Source: an optimization exercise on an open RTL-to-GDS flow (aim: small area and a short achievable clock period). Production flows keep margins and buffers that such runs may drop.
Only simulation tests tie the RTL to the original design; equivalence was not proved.

## v6
Design crash_detection, start of the top module:
module crash_detection #(
        parameter int HISTORY_LEN = 16   
    )(
        input   logic           clk,
        input   logic           arst_n,
        input   logic           i_state_rst,
        input   logic           i_sensors_valid,
        input   logic [15:0]    i_gps,
        input   logic [15:0]    i_accel_z,
        input   logic [15:0]    i_accel_y,
        input   logic [15:0]    i_accel_x,
        input   logic [15:0]    i_gyro_z,
        input   logic [15:0]    i_gyro_y,
        input   logic [15:0]    i_gyro_x,
        input   logic [15:0]    i_delta,
        input   logic [31:0]    ireg_speed_threshold,
        input   logic [31:0]    ireg_non_fatal_accel_threshold,
        input   logic [31:0]    ireg_fatal_accel_threshold,
        input   logic [31:0]    ireg_angle_threshold,
        input   logic [31:0]    ireg_angle_in_motion_threshold,
        input   logic [31:0]    ireg_angular_speed_threshold,
        output  logic [1:0]     o_state,
        output  logic           o_non_fatal_intr,
        output  logic           o_fatal_intr
    );
    logic [4:0] cnt;
    always_ff @(posedge clk or negedge arst_n) begin
        if (~arst_n)                cnt <= '0;
        else if (i_state_rst)       cnt <= '0;
        else if (i_sensors_valid & ~cnt[4])    cnt <= cnt + 5'd1;
    end
    logic v0, v15;               
    assign v0  = |cnt;
    assign v15 = cnt[4];
    logic [11:0] acc_in;
    logic [15:0] gyr_in;
    max_norm_3_axes #(.DATA_LEN(16), .DATA_MSB(12)) u_accel_max_norm (
        .i_data_x(i_accel_x), .i_data_y(i_accel_y), .i_data_z(i_accel_z),
        .o_data_max_norm(acc_in)
    );
    max_norm_3_axes #(.DATA_LEN(16), .DATA_MSB(16)) u_gyro_max_norm (
        .i_data_x(i_gyro_x), .i_data_y(i_gyro_y), .i_data_z(i_gyro_z),
        .o_data_max_norm(gyr_in)
    );
    logic [15:0] gps0;
    always_ff @(posedge clk or negedge arst_n) begin
        if (~arst_n)                gps0 <= '0;
        else if (i_state_rst)       gps0 <= '0;
        else if (i_sensors_valid)   gps0 <= i_gps;
    end
    logic [12:0] lo_diff;
    logic        b12;
  ...
Settings: LEC_CHECK=0, CAP_MARGIN=20, CORE_MARGIN=2, CORE_UTILIZATION=45, PLACE_DENSITY=0.6, SLEW_MARGIN=20; clock period 50.0 ns.
standard.sh (not shown) runs the stock make flow with config.mk's settings and CLKGATE_MAP_FILE= SYNTH_SCRIPT=/design/flow/synth_recipe.tcl, a recipe that flattens the netlist after the stock synthesis.
==> flow/flow/run.sh <==
#!/bin/bash
# The standard layout with changes to how it is made:
#  - timing repair is asked to leave 37 ns of setup slack at the design's
#    50 ns clock, so that it works on the paths that set the achieved period;
#  - the port buffers that the standard flow inserts are buf_2 cells;
#  - the clock tree is built from clkbuf_8 cells.
# Clock, constraints and synthesis are unchanged.
set -o pipefail
bash standard.sh SETUP_SLACK_MARGIN=37 "BUFFER_PORTS_ARGS=-buffer_cell sky130_fd_sc_hd__buf_2" \
    CTS_BUF_LIST=sky130_fd_sc_hd__clkbuf_8 finish 2>&1 | tee standard_run.log
#### Input delta (v7 over v6)
--- a/flow/design.v
+++ b/flow/design.v
@@ -545,30 +545,23 @@
             2'd0: kd_hi = '0;
             2'd1: kd_hi = {2'b0, p_div};
             2'd2: kd_hi = {1'b0, p_div, 1'b0};
             default: kd_hi = p_d3;
         endcase
     end
     assign kd = {2'b0, kd_lo} + {kd_hi, 2'b0};
     assign c4 = (|sum_spd1[3:0]) & ({4'd0, r5, p_lo[3:0]} >= kd);
     function automatic logic hi_ge(input logic [14:0] sc, input logic [11:0] q,
                                    input logic [14:0] t);
-        logic [16:0] bx, bz;
-        logic [14:0] nsc;
-        logic ge_x, lt_y, ge_z;
-        bx = {2'b0, t} - {2'b0, sc};
-        bz = {bx[16:15] + 2'd1, bx[14:0]};
-        nsc = ~sc;
-        ge_x = bx[16] | (~|bx[15:12] & (q >= bx[11:0]));
-        lt_y = |nsc[14:12] | (q <= nsc[11:0]);
-        ge_z = ~|bz[16:12] & (q >= bz[11:0]);
-        hi_ge = (ge_x & lt_y) | ge_z;
+        logic [14:0] u;
+        u = sc + {3'b0, q};
+        hi_ge = u >= t;
     endfunction
     logic [14:0] s_hi, s_hi1;
     assign s_hi  = sum_spd1[18:4];
     assign s_hi1 = s_hi + 15'd1;
     logic ge_c0, ge_c1, ge_s;
     assign ge_c0 = hi_ge(s_hi,  qhi, thr);
     assign ge_c1 = hi_ge(s_hi1, qhi, thr);
     assign ge_s  = s_hi >= thr;                  
     localparam logic [1:0] SAFE = 2'b00, NON_FATAL = 2'b01, FATAL = 2'b10;
     logic speed_hi, fatal_acc, nonfatal_acc, angle;
Findings:
Going from v6 to v7, weighted congestion reported at the end of routability-driven placement grows by about 0.8%. Comparing v7 and v6, the lower global-route usage is on v6. Adder-cell share of the synthesized area ends up lower on v7. Compared with v6, in v7 required time of the critical path saw an increase; total non-filler cell area in the finished layout saw a decrease; worst hold slack saw an increase. Going from v6 to v7, synthesized cell count went down about 2%, met2 wire length went up 2.9%. Smallest setup slack after layout, v7 and v6: smaller value in v6. Measured against each other, v7 and v6 differ in area inside the core boundary, the higher figure coming from v6.

what the ideal ports hide:
Ports are ideal in the flow. The routed layouts listed here were re-timed in OpenROAD. Step 1 assumes that a clkbuf_16 drives the clock port and a buf_2 every other input. Step 2, shift: input delay + t, output delay - t, t = (earliest + latest rising clock arrival at the registers) / 2. This alone moves slack from input paths to output paths. Slacks: no drivers / after step 1 / after step 2; pairs: no drivers / after step 1.
run | t (ns) | slack for setup (ns) | hold slack, ns | worst setup path at the end | cell pins on the clock port's net
v6 | 0.879 | 37.076 / 37.131 / 36.252 | 0.372 / 0.372 / 0.372 | input to register | 1
v7 | 0.886 | 37.178 / 37.229 / 36.343 | 0.377 / 0.377 / 0.377 | input to register | 1
After both steps every run listed still meets setup and hold. For v7, which loses most, drivers alone change the setup slack by +0.051 ns; drivers and shift together by -0.835 ns.
